What follows belongs to an exercise in optimizing a design on an open flow for small area; a production flow would make more cautious choices.
Only simulation tests tie the RTL to the original design; equivalence was not proved.
No activity file was given, so power comes from the tool's default toggle rates.

== job 1090 ==
==> flow/design.v (excerpt) <==
module mips_core
	(
		input			clk,
		input			rst,			 
		input			is_forward,		 
		output	[31:0]	inst_addr,
		input	[31:0]	inst_data,
		output	[17:0]	sram_addr,
		output			sram_we_n,
		output	[15:0]	sram_dq_out,
		input	[15:0]	sram_dq_in,
		output			wb_en,
		output	[4:0]	wb_dest,
		output	[31:0]	wb_data
	);
For scale: roughly 160 I/O pins, roughly 59000 um^2 of cells after synthesis.
Settings: LEC_CHECK=0, CAP_MARGIN=20, CORE_MARGIN=2, CORE_UTILIZATION=70, SLEW_MARGIN=20; clock period 12.0 ns.
standard.sh (not shown) runs the stock make flow with config.mk's settings and CLKGATE_MAP_FILE= SYNTH_SCRIPT=/design/flow/synth_recipe.tcl, a recipe that flattens the netlist after the stock synthesis.
==> flow/flow/run.sh <==
#!/bin/bash
# Own layout flow: the standard ORFS flow (standard.sh) with
#  * ABC's combinational mapping script replaced by an area-oriented one
#    (flow/abc_area_map.script); registers are mapped by Yosys before ABC
#    runs, so they are the standard synthesis's registers;
#  * clock tree: larger sink clusters and no dummy loads;
#  * port buffers: the smallest buffer (every port still gets one).
set -euo pipefail
here="$PWD"
rm -rf "$here/scripts_abc"
cp -r "$FLOW_HOME/scripts" "$here/scripts_abc"
cp "$here/flow/abc_area_map.script" "$here/scripts_abc/abc_speed.script"
export CTS_ARGS="-sink_clustering_enable -repair_clock_nets -dont_use_dummy_load -sink_clustering_size 25 -sink_clustering_max_diameter 100"
export BUFFER_PORTS_ARGS="-buffer_cell sky130_fd_sc_hd__buf_1"
bash standard.sh SCRIPTS_DIR="$here/scripts_abc" synth > "$here/synth.log" 2>&1
bash standard.sh SCRIPTS_DIR="$here/scripts_abc" finish > "$here/layout.log" 2>&1
==> flow/flow/abc_area_map.script <==
&get -n
&st
&dch
&nf -R 1000 -p
&put
buffer -c
topo
stime -c
upsize -c
dnsize -c
Modified inputs, job 1291 compared to job 1090
diff --git a/flow/design.v b/flow/design.v
--- a/flow/design.v
+++ b/flow/design.v
@@ -110,52 +110,54 @@
 	end
 	wire [31:0] sext = {{16{ex_imm[7]}}, ex_imm};
 	wire [31:0] in_b = (ex_wr || (ex_isimm && !mem_h2 && !wb_h2)) ? sext : fwd_b;
 	wire [31:0] src2_val = fwd_b;
 	wire        sub   = ~ex_cmd[3] & ~ex_cmd[2] & ex_cmd[0];
 	wire [31:0] add_b = in_b ^ {32{sub}};
 	wire [31:0] bit_g = in_a & add_b;      
 	wire [31:0] bit_p = in_a ^ add_b;      
-	reg  [31:0] add_g, add_p, add_x, sum;
+	reg  [31:0] add_g, add_p, sum;
 	always @(*) begin
 		add_g = bit_g;
 		add_p = bit_p;
 		add_g[0] = add_g[0] | (add_p[0] & sub);
 		for (la = 1; la < 32; la = la * 2)
 			for (ka = 2*la - 1; ka < 32; ka = ka + 2*la) begin
 				add_g[ka] = add_g[ka] | (add_p[ka] & add_g[ka-la]);
 				add_p[ka] = add_p[ka] & add_p[ka-la];
 			end
 		for (la = 8; la >= 1; la = la / 2)
 			for (ka = 3*la - 1; ka < 32; ka = ka + 2*la) begin
 				add_g[ka] = add_g[ka] | (add_p[ka] & add_g[ka-la]);
 				add_p[ka] = add_p[ka] & add_p[ka-la];
 			end
-		case (ex_cmd[2:0])
-			3'b100: add_x = bit_p | bit_g;
-			3'b101: add_x = bit_g;
-			3'b110: add_x = ~bit_g;
-			3'b111: add_x = 32'b0;
-			default: add_x = {add_g[30:0], sub};
+		sum = bit_p ^ {add_g[30:0], sub};
+	end
+	reg  [31:0] logic_r;
+	always @(*) begin
+		case (ex_cmd[1:0])
+			2'b00: logic_r = bit_g;
+			2'b01: logic_r = bit_g | bit_p;
+			2'b10: logic_r = ~(bit_g | bit_p);
+			default: logic_r = bit_p;
 		endcase
-		sum = bit_p ^ add_x;
 	end
 	wire        sh_left = ~ex_cmd[1] & ~ex_cmd[0];
 	wire        sh_fill = ex_cmd[0] & in_a[31];
 	reg  [31:0] sh_in, sh_rev;
 	always @(*) begin
 		for (ks = 0; ks < 32; ks = ks + 1) sh_in[ks] = sh_left ? in_a[31-ks] : in_a[ks];
 	end
 	wire [63:0] sh_ext = {{32{sh_fill}}, sh_in} >> in_b[4:0];
 	wire [31:0] sh_out = (|in_b[31:5]) ? {32{sh_fill}} : sh_ext[31:0];
 	always @(*) begin
 		for (kt = 0; kt < 32; kt = kt + 1) sh_rev[kt] = sh_left ? sh_out[31-kt] : sh_out[kt];
 	end
-	wire [31:0] alu_out = ex_cmd[3] ? sh_rev : sum;
+	wire [31:0] alu_out = ex_cmd[3] ? sh_rev : ex_cmd[2] ? logic_r : sum;
 	wire br_taken = ((ex_br == 2'b01) && (in_a == 32'b0)) ||
 	                ((ex_br == 2'b10) && (in_a != src2_val)) ||
 	                (ex_br == 2'b11);
 	reg  [15:0] imm_m2;
 	reg         imm_bw;
 	always @(*) begin
 		imm_bw = 1'b1;
 		imm_m2[0] = ex_imm[0];
==> notes.md <==
[compare] base=job 1090 new=job 1291: final critical-path required period shows an increase of 0.087 ns; highest achievable clock rate shows a reduction of 0.81%; synthesis-to-finish area growth shows an increase of 0.73 points; routability congestion estimate from global placement shows an increase of about 1.7%; synthesized cell count shows an increase of about 0.4%.
Delta (job 1291 minus job 1090): combinational power share has increased; worst-case setup margin in the final layout has decreased; antenna cell count fell 1; buffer and inverter count on the worst path now sits at about the same level; clock network fraction of total power lost 2.1 points.

==> static timing again, ports no longer ideal <==
In the flow no input, the clock included, has a driving cell. The finished layouts below were timed again as built, in two steps. Step 1 sets driving cells, clkbuf_16 on the clock port and buf_2 on the other inputs (assumed; they add their load-dependent delay and slew). Step 2 moves the port delays by t, midway between the first and last clock arrival at a register: inputs arrive t later, outputs are due t later. That takes back most of the time a late clock gives input paths. Slacks: ideal ports / drivers / drivers and shift; pairs: ideal ports / drivers.
| run | shift t [ns] | setup WS [ns] | hold slack, ns | worst setup path at the end | latest minus earliest clock arrival (ns) |
|---|---|---|---|---|---|
| job 1090 | 0.710 | 1.358 / 1.286 / 1.996 | 0.423 / 0.423 / 0.423 | register to output | 0.134 / 0.134 |
| job 1291 | 0.720 | 1.271 / 1.199 / 1.650 | 0.427 / 0.427 / 0.427 | register to register | 0.097 / 0.097 |
After both steps setup and hold are still met in every run listed.
